What follows belongs to an exercise in optimizing a design on an open flow for small area and a short achievable clock period; a production flow would make more cautious choices.
The clock port is modelled as an ideal driver; clocking choices that lean on that would not hold on a real chip.
Power and IR drop assume default switching activity.

==> flow/design.v <==
`timescale 1ns/1ps
module ao8 (
    input  logic [7:0] s,
    input  logic [7:0] d,
    output logic       y
);
    assign y = |(s & d);
endmodule
module nor2m (input logic a, b, output logic y);
    assign y = ~(a | b);
endmodule
module nor3m (input logic a, b, c, output logic y);
    assign y = ~(a | b | c);
endmodule
module nand4m (input logic a, b, c, d, output logic y);
    assign y = ~(a & b & c & d);
endmodule
module pre3k (
    input  logic [2:0] a,
    input  logic       idle,
    input  logic       k,
    input  logic [7:0] t,
    input  logic       tk,
    output logic [7:0] y_n
);
    always_comb begin
        for (int i = 0; i < 8; i++)
            y_n[i] = ~((idle && k && a == i[2:0]) || (t[i] && tk));
    end
endmodule
module pre3u (
    input  logic [2:0] a,
    input  logic       idle,
    input  logic [7:0] t,
    output logic [7:0] y_n
);
    always_comb begin
        for (int i = 0; i < 8; i++)
            y_n[i] = ~((idle && a == i[2:0]) || t[i]);
    end
endmodule
module wdat (
    input  logic [7:0] datain,
    input  logic       idle,
    input  logic       pat,
    output logic [7:0] wd
);
    assign wd = idle ? datain : {pat, 1'b0, pat, 1'b0, pat, 1'b0, pat, 1'b0};
endmodule
module bist #(
    parameter size   = 6,
    parameter length = 8
)(
    input  logic                 clk,
    input  logic                 rst,
    input  logic                 start,
    input  logic                 csin,
    input  logic                 rwbarin,
    input  logic                 opr,
    input  logic [size-1:0]      address,
    input  logic [length-1:0]    datain,
    output logic [length-1:0]    dataout,
    output logic                 fail
);
    logic       NbarT;
    logic       cout;
    logic [7:0] qlo;        
    logic [7:0] qhi;        
    logic       q6;         
    logic       pat;        
    wire next_T = NbarT ? ~cout : start;
    always_ff @(posedge clk or posedge rst) begin
        if (rst)
            NbarT <= 1'b0;
        else
            NbarT <= next_T;
    end
    always_ff @(posedge clk or posedge rst) begin
        if (rst) begin
            qlo <= 8'd0;
            qhi <= 8'd0;
        end else if (!next_T) begin
            qlo <= 8'd0;
            qhi <= 8'd0;
        end else if (!NbarT) begin
            qlo <= 8'd1;
            qhi <= 8'd1;
        end else begin
            qlo <= {qlo[6:0], qlo[7]};
            if (qlo[7])
                qhi <= {qhi[6:0], qhi[7]};
        end
    end
    always_ff @(posedge clk) begin
        if (!NbarT) begin
            q6   <= 1'b0;
            cout <= 1'b0;
        end else begin
            if (qlo[7] && qhi[7])
                q6 <= ~q6;
            cout <= qlo[7] && qhi[7] && q6;
        end
    end
    wire q_zero = qlo[0] && qhi[0] && !q6;
    always_ff @(posedge clk or posedge rst) begin
        if (rst)
            pat <= 1'b0;
        else if (NbarT && q_zero)
            pat <= 1'b1;
    end
    wire [7:0] P = {pat, 1'b0, pat, 1'b0, pat, 1'b0, pat, 1'b0};
    wire next_q6 = NbarT && (q6 ^ (qlo[7] && qhi[7]));
    logic idle, tr, tw;
    always_ff @(posedge clk or posedge rst) begin
        if (rst) begin
            idle <= 1'b1;
            tr   <= 1'b0;
            tw   <= 1'b0;
        end else begin
            idle <= ~next_T;
            tr   <= next_T && next_q6;
            tw   <= next_T && !next_q6;
        end
    end
    wire       we   = tw || (idle && !rwbarin);
    wire [7:0] wd   = idle ? datain : P;
    logic [7:0] rlo_n, rhi_n, wlo_n, whi_n;
    pre3k u_rlo (.a(address[2:0]), .idle(idle), .k(rwbarin),  .t(qlo), .tk(tr), .y_n(rlo_n));
    pre3u u_rhi (.a(address[5:3]), .idle(idle), .t(qhi), .y_n(rhi_n));
    pre3k u_wlo (.a(address[2:0]), .idle(idle), .k(~rwbarin), .t(qlo), .tk(tw), .y_n(wlo_n));
    pre3u u_whi (.a(address[5:3]), .idle(idle), .t(qhi), .y_n(whi_n));
    logic [63:0] rsel, wen;
    for (genvar r = 0; r < 64; r++) begin : g_sel
        nor2m u_rs (.a(rhi_n[r / 8]), .b(rlo_n[r % 8]), .y(rsel[r]));
        nor2m u_ws (.a(whi_n[r / 8]), .b(wlo_n[r % 8]), .y(wen[r]));
    end
    logic [7:0] mem [64];
    logic [7:0] wdg [4];
    for (genvar g = 0; g < 4; g++) begin : g_wd
        wdat u_wd (.datain(datain), .idle(idle), .pat(pat), .wd(wdg[g]));
    end
    for (genvar r = 0; r < 64; r++) begin : g_word
        always_ff @(posedge clk) begin
            if (wen[r])
                mem[r] <= wdg[r / 16];
        end
    end
    wire [7:0] bw = wd & {8{we}};
    logic [3:0] nq [8];
    for (genvar b = 0; b < 8; b++) begin : g_bit
        logic [63:0] col;
        logic [7:0]  p;
        logic [3:0]  n;
        for (genvar r = 0; r < 64; r++) begin : g_col
            assign col[r] = mem[r][b];
        end
        for (genvar m = 0; m < 8; m++) begin : g_p
            ao8 u_ao (.s(rsel[m*8 +: 8]), .d(col[m*8 +: 8]), .y(p[m]));
        end
        nor2m  u_n0 (.a(p[0]), .b(p[1]), .y(n[0]));
        nor2m  u_n1 (.a(p[2]), .b(p[3]), .y(n[1]));
        nor2m  u_n2 (.a(p[4]), .b(p[5]), .y(n[2]));
        nor3m  u_n3 (.a(p[6]), .b(p[7]), .c(bw[b]), .y(n[3]));
        always_ff @(posedge clk) begin
            nq[b] <= n;
        end
        nand4m u_rd (.a(nq[b][0]), .b(nq[b][1]), .c(nq[b][2]), .d(nq[b][3]),
                     .y(dataout[b]));
    end
    always_ff @(posedge clk or posedge rst) begin
        if (rst)
            fail <= 1'b0;
        else if (NbarT && q_zero)
            fail <= 1'b0;
        else if (NbarT && opr && q6 && (dataout != P))
            fail <= 1'b1;
    end
endmodule
==> flow/config.mk <==
export PLATFORM = sky130hd
export DESIGN_NAME = bist
export DESIGN_NICKNAME = bist
export VERILOG_FILES = /design/flow/design.v
export SDC_FILE = /design/flow/constraint.sdc
export NUM_CORES = 4
export LEC_CHECK = 0
export CAP_MARGIN = 20
export CORE_MARGIN = 2
export CORE_UTILIZATION = 60
export CTS_CLUSTER_DIAMETER = 120
export CTS_CLUSTER_SIZE = 24
export SETUP_SLACK_MARGIN = 3.4
export SLEW_MARGIN = 20
export SYNTH_HIERARCHICAL = 1
==> flow/constraint.sdc <==
create_clock -name core_clock -period 6.0 [get_ports {clk}]
set_input_delay 1.2000 -clock core_clock [delete_from_list [all_inputs] [get_ports {clk}]]
set_output_delay 1.2000 -clock core_clock [all_outputs]
set_load 0.01 [all_outputs]
standard.sh (not shown) runs the stock make flow with config.mk's settings and CLKGATE_MAP_FILE= SYNTH_SCRIPT=/design/flow/synth_recipe.tcl, a recipe that flattens the netlist after the stock synthesis.
==> flow/flow/run.sh <==
#!/bin/bash
# The standard layout, with extra timing repair, greedy resizing of the
# worst path (cells on it and the other loads of its nets) and area recovery after CTS (flow/extra_cts.tcl) and after
# global routing (flow/extra_grt.tcl), run through ORFS's POST_CTS_TCL and
# POST_GLOBAL_ROUTE_TCL hooks.
bash standard.sh "POST_CTS_TCL=$PWD/flow/extra_cts.tcl" "POST_GLOBAL_ROUTE_TCL=$PWD/flow/extra_grt.tcl" finish > standard.log 2>&1
Other scripts of this flow, unchanged in this note and not shown: flow/flow/downsize.tcl, flow/flow/extra_cts.tcl, flow/flow/extra_grt.tcl, flow/flow/upsize.tcl
Edit:
--- a/flow/design.v
+++ b/flow/design.v
@@ -133,22 +133,22 @@
     for (genvar r = 0; r < 64; r++) begin : g_sel
         nor2m u_rs (.a(rhi_n[r / 8]), .b(rlo_n[r % 8]), .y(rsel[r]));
         nor2m u_ws (.a(whi_n[r / 8]), .b(wlo_n[r % 8]), .y(wen[r]));
     end
     logic [7:0] mem [64];
-    logic [7:0] wdg [4];
-    for (genvar g = 0; g < 4; g++) begin : g_wd
+    logic [7:0] wdg [2];
+    for (genvar g = 0; g < 2; g++) begin : g_wd
         wdat u_wd (.datain(datain), .idle(idle), .pat(pat), .wd(wdg[g]));
     end
     for (genvar r = 0; r < 64; r++) begin : g_word
         always_ff @(posedge clk) begin
             if (wen[r])
-                mem[r] <= wdg[r / 16];
+                mem[r] <= wdg[r / 32];
         end
     end
     wire [7:0] bw = wd & {8{we}};
-    logic [3:0] nq [8];
+    logic [7:0] rd;
     for (genvar b = 0; b < 8; b++) begin : g_bit
         logic [63:0] col;
         logic [7:0]  p;
         logic [3:0]  n;
         for (genvar r = 0; r < 64; r++) begin : g_col
@@ -159,16 +159,17 @@
         end
         nor2m  u_n0 (.a(p[0]), .b(p[1]), .y(n[0]));
         nor2m  u_n1 (.a(p[2]), .b(p[3]), .y(n[1]));
         nor2m  u_n2 (.a(p[4]), .b(p[5]), .y(n[2]));
         nor3m  u_n3 (.a(p[6]), .b(p[7]), .c(bw[b]), .y(n[3]));
-        always_ff @(posedge clk) begin
-            nq[b] <= n;
-        end
-        nand4m u_rd (.a(nq[b][0]), .b(nq[b][1]), .c(nq[b][2]), .d(nq[b][3]),
-                     .y(dataout[b]));
+        nand4m u_rd (.a(n[0]), .b(n[1]), .c(n[2]), .d(n[3]), .y(rd[b]));
     end
+    logic [7:0] dout;
+    always_ff @(posedge clk) begin
+        dout <= rd;
+    end
+    assign dataout = dout;
     always_ff @(posedge clk or posedge rst) begin
         if (rst)
             fail <= 1'b0;
         else if (NbarT && q_zero)
             fail <= 1'b0;
=>
- wire length went down by about 1.7%
- area after synthesis went down by 3.3%
- cell area went down by 3.1%
- total power went down by about 3%
- clock skew stays flat
- worst setup slack got worse by 0.027 ns
- utilization went down by 0.12 points
- final cell count went down by about 2.3%
- hold slack improved by 0.0065 ns
- die area went down by 3.2%
- global-route usage went up by 0.44 points
- via count went down by about 1.8%
No functional check of the RTL was part of any run of this note.

==> what the ideal ports hide <==
The results above use ideal ports. As a check the final layouts listed here were re-extracted and re-timed, cells and wires unchanged. Step 1 (the two cells are an assumption about what drives the block):
set clk [get_ports {clk}]
set_driving_cell -lib_cell sky130_fd_sc_hd__clkbuf_16 $clk
set_driving_cell -lib_cell sky130_fd_sc_hd__buf_2 [delete_from_list [all_inputs] $clk]
Step 2, shift: input delay + t, output delay - t, t = (earliest + latest rising clock arrival at the registers) / 2. This alone moves slack from input paths to output paths. Three values: no drivers, after step 1, after step 2; two values: the first two.
| run | t, ns | slack for setup (ns) | worst setup path at the end |
|---|---|---|---|
| the first run | 0.617 | 3.396 / 3.393 / 2.777 | input to register |
| the second run | 0.615 | 3.370 / 3.374 / 2.759 | input to register |
After both steps every run listed still meets setup and hold. For the first run, which loses most, drivers alone change the setup slack by -0.003 ns; drivers and shift together by -0.619 ns.
